Source: an optimization exercise on an open RTL-to-GDS flow (aim: small area). Production flows keep margins and buffers that such runs may drop.
Function was checked by simulation only, so behaviour that the tests miss may differ from the original.
The flow treats the clock pin as an ideal source. Dropping or thinning the clock tree relies on that and would not hold on a real chip.
No activity file was given, so power comes from the tool's default toggle rates.

Design APB, start of the top module:
module APB
(
    input PCLK,
    input PRESETn,
    input [31:0] PADDR,
    input PSEL,
    input PENABLE,
    input PWRITE,
    input [31:0] PWDATA,
    output reg [31:0] PRDATA,
    output PREADY
);
==> module transmitter, before the edit <==
module transmitter
(
    input tx_en,
    input [7:0] data,
    input arst_n,
    input rst,
    input clk,
    output TX,
    output busy,
    output reg done
);
localparam [13:0] BAUD_LOAD = 14'b10101010101010;
localparam [13:0] BAUD_LAST = 14'b10010011111001;
reg [13:0] baud;
localparam [13:0] TICK_MASK = 14'b11110101111111;
wire tick = ((baud & TICK_MASK) == (BAUD_LAST & TICK_MASK));
reg [9:0] frame;
wire upper_zero = ~|frame[9:1];
wire fin = frame[9] & frame[0];
wire sending = (~upper_zero | frame[0]) & ~fin;
wire last = upper_zero & frame[0];
wire start = upper_zero & ~frame[0] & tx_en;
assign TX = frame[0] | upper_zero;
assign busy = sending | (~fin & tx_en);
wire keep = arst_n & ~rst;
wire f_load = start & keep;
wire f_shift = tick & ~fin & keep;
wire f_hold = ~tick & ~fin & keep;
wire f_last = tick & last & keep;
always @(posedge clk) begin
    if (start | tick)
        baud <= BAUD_LOAD;
    else
        baud <= {~baud[12:0], baud[13] ^ baud[12]};
end
always @(posedge clk) begin
    frame <= ({10{f_load}} & {1'b1, data, 1'b0})
           | ({10{f_shift}} & {1'b0, frame[9:1]})
           | ({10{f_hold}} & frame)
           | {f_last, 8'b0, f_last};
    done <= keep & (done | fin);
end
endmodule
==> module receiver, before the edit <==
module receiver
(
    input clk,
    input rst,
    input arst_n,
    input rx_en,
    input RX,
    output busy,
    output reg done,
    output reg err,
    output [7:0] data
);
localparam [13:0] BAUD_LOAD  = 14'b10101010101010;
localparam [13:0] BAUD_START = 14'b10101010101011;
localparam [13:0] BAUD_LAST  = 14'b10010011111001;
localparam [3:0] S_IDLE = 4'd0;
localparam [3:0] S_FIRST = 4'd13;
localparam [3:0] S_FIN = 4'd1;
reg [13:0] baud;
reg [3:0] st;
reg [9:0] sipo;
reg rx_s1, rx_s2;  
localparam [13:0] TICK_MASK = 14'b11110101111111;
wire tick = ((baud & TICK_MASK) == (BAUD_LAST & TICK_MASK));
wire idle = (st == S_IDLE);
wire fin = (st == S_FIN);
wire receiving = ~idle & ~fin;
wire start = idle & rx_s2 & ~rx_s1 & rx_en;
wire sample = receiving & tick;
assign busy = receiving | start;
assign data = sipo[7:0];
wire keep = arst_n & ~rst;
wire s_shift = sample & keep;
wire s_hold = ~sample & keep;
always @(posedge clk) begin
    rx_s1 <= RX | rst;
    rx_s2 <= rx_s1 | rst;
end
always @(posedge clk) begin
    if (start)
        baud <= BAUD_START;
    else if (tick)
        baud <= BAUD_LOAD;
    else
        baud <= {~baud[12:0], baud[13] ^ baud[12]};
end
always @(posedge clk) begin
    if (~keep)
        st <= S_IDLE;
    else if (start)
        st <= S_FIRST;
    else if (fin)
        st <= S_IDLE;
    else if (sample)
        st <= {st[2:0], st[3] ^ st[0]};
    sipo <= ({10{s_shift}} & {RX, sipo[9:1]}) | ({10{s_hold}} & sipo);
    done <= keep & (done | (fin & sipo[9]));
    err <= keep & (err | (fin & ~sipo[9]));
end
endmodule
==> module APB, before the edit <==
module APB
(
    input PCLK,
    input PRESETn,
    input [31:0] PADDR,
    input PSEL,
    input PENABLE,
    input PWRITE,
    input [31:0] PWDATA,
    output reg [31:0] PRDATA,
    output PREADY
);
reg [31:0] CTRL_REG;  
reg [31:0] TX_DATA;
reg acc;
assign PREADY = acc;
wire tx;
wire tx_busy, tx_done;
transmitter transmitter_UART
(
    .tx_en(CTRL_REG[0]),
    .data(TX_DATA[7:0]),
    .arst_n(PRESETn),
    .rst(CTRL_REG[1]),
    .clk(PCLK),
    .TX(tx),
    .busy(tx_busy),
    .done(tx_done)
);
wire rx_busy, rx_done, rx_err;
wire [7:0] rx_data_wire;
receiver receiver_UART
(
    .clk(PCLK),
    .rst(CTRL_REG[3]),
    .arst_n(PRESETn),
    .rx_en(CTRL_REG[2]),
    .RX(tx),
    .busy(rx_busy),
    .done(rx_done),
    .err(rx_err),
    .data(rx_data_wire)
);
wire hi_zero = ~|PADDR[31:2];
wire sel0 = hi_zero & (PADDR[1:0] == 2'd0);
wire sel1 = hi_zero & (PADDR[1:0] == 2'd1);
wire sel2 = hi_zero & (PADDR[1:0] == 2'd2);
wire sel3 = hi_zero & (PADDR[1:0] == 2'd3);
wire wr = acc & PWRITE;
wire ctrl_load = wr & sel0 & PRESETn;
wire ctrl_hold = ~(wr & sel0) & PRESETn;
wire txd_load = wr & sel2 & PRESETn;
wire txd_hold = ~(wr & sel2) & PRESETn;
always @(posedge PCLK) begin
    acc <= PRESETn & ~acc & PSEL & PENABLE;
    CTRL_REG <= ({32{ctrl_load}} & PWDATA) | ({32{ctrl_hold}} & CTRL_REG);
    TX_DATA <= ({32{txd_load}} & PWDATA) | ({32{txd_hold}} & TX_DATA);
end
always @(*) begin
    PRDATA = ({32{sel0}} & CTRL_REG)
           | ({32{sel2}} & TX_DATA)
           | ({32{sel1}} & {27'b0, rx_err, rx_done, rx_busy, tx_done, tx_busy})
           | ({32{sel3}} & {24'b0, rx_data_wire});
end
endmodule
clock: 10.0 ns
lec_check: 0
cap_margin: 10
core_margin: 2
core_utilization: 65
place_density: 0.8
slew_margin: 10
standard.sh (not shown) runs the stock make flow with config.mk's settings and CLKGATE_MAP_FILE= SYNTH_SCRIPT=/design/flow/synth_recipe.tcl, a recipe that flattens the netlist after the stock synthesis.
==> flow/flow/run.sh <==
#!/bin/bash
# Layout flow: the standard flow (standard.sh) with three changes.
#  1. Synthesis is the standard synthesis (synth_recipe.tcl) except that
#     ABC's final technology mapping runs an area script (flow/area.abc)
#     instead of ORFS's speed script (flow/my_synth.tcl), and without ORFS's
#     half/full adder extraction (ADDER_MAP_FILE empty), which left XOR gates
#     as half-adder cells ABC cannot optimise; flip-flops, their names and
#     cells are those of the standard synthesis. Combinational
#     cells are then set to their smallest drive strength (flow/downsize.py);
#     later timing repair upsizes where needed.
#  2. Port buffers use the smallest buffer cell.
#  3. The clock tree is built by flow/clock_tree.tcl: the clock port drives
#     one root buffer, which drives a few leaf buffers, each at the centre of
#     the flip-flops it clocks (no dummy loads).
# Each tool's output goes to a log file of its own in this folder.
set -euo pipefail
here=$(pwd)
plat=$FLOW_HOME/platforms/$FLOW_PLATFORM
res=$here/orfs/results/$FLOW_PLATFORM/APB/base
lib=$plat/lib/sky130_fd_sc_hd__tt_025C_1v80.lib
OPENROAD=$(command -v openroad || echo $FLOW_HOME/../tools/install/OpenROAD/bin/openroad)
export BUFFER_PORTS_ARGS="-buffer_cell sky130_fd_sc_hd__buf_1"
source flow/settings.sh

sed -e "s#@AREA_ABC@#$here/flow/area.abc#" -e "s#@FLOW_SYNTH@#$here/synth_recipe.tcl#" \
    flow/my_synth.tcl > $here/my_synth.tcl
sed -e "s#SYNTH_SCRIPT=[^ ]*#SYNTH_SCRIPT=$here/my_synth.tcl ADDER_MAP_FILE=#" standard.sh > $here/my_standard.sh
bash my_standard.sh $res/1_2_yosys.v > synth.log 2>&1
cp $res/1_2_yosys.v $here/1_2_yosys.abc.v
python3 flow/downsize.py $res/1_2_yosys.v $lib > downsize.log 2>&1
bash standard.sh synth > synth_odb.log 2>&1
bash standard.sh place > place.log 2>&1
RES=$res PLAT=$plat $OPENROAD -no_init -exit flow/clock_tree.tcl > cts.log 2>&1
bash standard.sh finish > finish.log 2>&1
Other scripts of this flow, unchanged in this note and not shown: flow/flow/area.abc, flow/flow/clock_tree.tcl, flow/flow/downsize.py, flow/flow/my_synth.tcl, flow/flow/settings.sh
Then changed:
--- a/flow/design.v
+++ b/flow/design.v
@@ -21,9 +21,9 @@
 wire last = upper_zero & frame[0];
 wire start = upper_zero & ~frame[0] & tx_en;
 assign TX = frame[0] | upper_zero;
 assign busy = sending | (~fin & tx_en);
-wire keep = arst_n & ~rst;
+wire keep = ~rst;
 wire f_load = start & keep;
 wire f_shift = tick & ~fin & keep;
 wire f_hold = ~tick & ~fin & keep;
 wire f_last = tick & last & keep;
@@ -32,14 +32,19 @@
         baud <= BAUD_LOAD;
     else
         baud <= {~baud[12:0], baud[13] ^ baud[12]};
 end
-always @(posedge clk) begin
+always @(posedge clk or negedge arst_n) begin
+    if (~arst_n) begin
+        frame <= 10'b0;
+        done <= 1'b0;
+    end else begin
     frame <= ({10{f_load}} & {1'b1, data, 1'b0})
            | ({10{f_shift}} & {1'b0, frame[9:1]})
            | ({10{f_hold}} & frame)
            | {f_last, 8'b0, f_last};
     done <= keep & (done | fin);
+    end
 end
 endmodule
 module receiver
 (
@@ -71,9 +76,9 @@
 wire start = idle & rx_s2 & ~rx_s1 & rx_en;
 wire sample = receiving & tick;
 assign busy = receiving | start;
 assign data = sipo[7:0];
-wire keep = arst_n & ~rst;
+wire keep = ~rst;
 wire s_shift = sample & keep;
 wire s_hold = ~sample & keep;
 always @(posedge clk) begin
     rx_s1 <= RX | rst;
@@ -86,9 +91,15 @@
         baud <= BAUD_LOAD;
     else
         baud <= {~baud[12:0], baud[13] ^ baud[12]};
 end
-always @(posedge clk) begin
+always @(posedge clk or negedge arst_n) begin
+    if (~arst_n) begin
+        st <= S_IDLE;
+        sipo <= 10'b0;
+        done <= 1'b0;
+        err <= 1'b0;
+    end else begin
     if (~keep)
         st <= S_IDLE;
     else if (start)
         st <= S_FIRST;
@@ -98,8 +109,9 @@
         st <= {st[2:0], st[3] ^ st[0]};
     sipo <= ({10{s_shift}} & {RX, sipo[9:1]}) | ({10{s_hold}} & sipo);
     done <= keep & (done | (fin & sipo[9]));
     err <= keep & (err | (fin & ~sipo[9]));
+    end
 end
 endmodule
 module APB
 (
@@ -149,16 +161,22 @@
 wire sel1 = hi_zero & (PADDR[1:0] == 2'd1);
 wire sel2 = hi_zero & (PADDR[1:0] == 2'd2);
 wire sel3 = hi_zero & (PADDR[1:0] == 2'd3);
 wire wr = acc & PWRITE;
-wire ctrl_load = wr & sel0 & PRESETn;
-wire ctrl_hold = ~(wr & sel0) & PRESETn;
-wire txd_load = wr & sel2 & PRESETn;
-wire txd_hold = ~(wr & sel2) & PRESETn;
-always @(posedge PCLK) begin
-    acc <= PRESETn & ~acc & PSEL & PENABLE;
-    CTRL_REG <= ({32{ctrl_load}} & PWDATA) | ({32{ctrl_hold}} & CTRL_REG);
-    TX_DATA <= ({32{txd_load}} & PWDATA) | ({32{txd_hold}} & TX_DATA);
+always @(posedge PCLK or negedge PRESETn) begin
+    if (~PRESETn)
+        acc <= 1'b0;
+    else
+        acc <= ~acc & PSEL & PENABLE;
+end
+always @(posedge PCLK or negedge PRESETn) begin
+    if (~PRESETn) begin
+        CTRL_REG <= 32'b0;
+        TX_DATA <= 32'b0;
+    end else begin
+        if (wr & sel0) CTRL_REG <= PWDATA;
+        if (wr & sel2) TX_DATA <= PWDATA;
+    end
 end
 always @(*) begin
     PRDATA = ({32{sel0}} & CTRL_REG)
            | ({32{sel2}} & TX_DATA)
=>
- global-route usage came out lower by 2.3 points
- cell count came out higher by 3.5%
- hold slack is about the same
- clock skew hardly moves
- power came out lower by 19%
- setup slack loses 0.022 ns
- utilization came out lower by 0.91 points
- fmax came out lower by about 0.35%
- routed wire length came out higher by about 4.5%
- combinational power came out lower by about 80%
- via count came out lower by 1.1%
In every run of this note, the design's own scripts or RTL, not TritonCTS, make the clock network.

## re-timing with driven ports
Ports are ideal in the flow. The routed layouts listed here were re-timed in OpenROAD. Step 1: set_driving_cell puts a clkbuf_16 on PCLK and a buf_2 on each other input, an assumption about the parent block. Step 2 also shifts input and output timing later by t, the mid clock arrival at the registers, as if the neighbouring blocks saw the same clock. Slacks: no drivers / after step 1 / after step 2; pairs: no drivers / after step 1.
run | t (ns) | setup WS [ns] | hold WS [ns] | worst data-port slew with drivers (ns)
the first run | 0.441 | 3.726 / 3.703 / 3.703 | 0.389 / 0.389 / 0.389 | 0.05
the second run | 0.449 | 3.704 / 3.684 / 3.684 | 0.390 / 0.390 / 0.390 | 0.05
After both steps setup and hold are still met in every run listed. For the first run, which loses most, drivers alone change the setup slack by -0.023 ns; drivers and shift together by -0.023 ns.
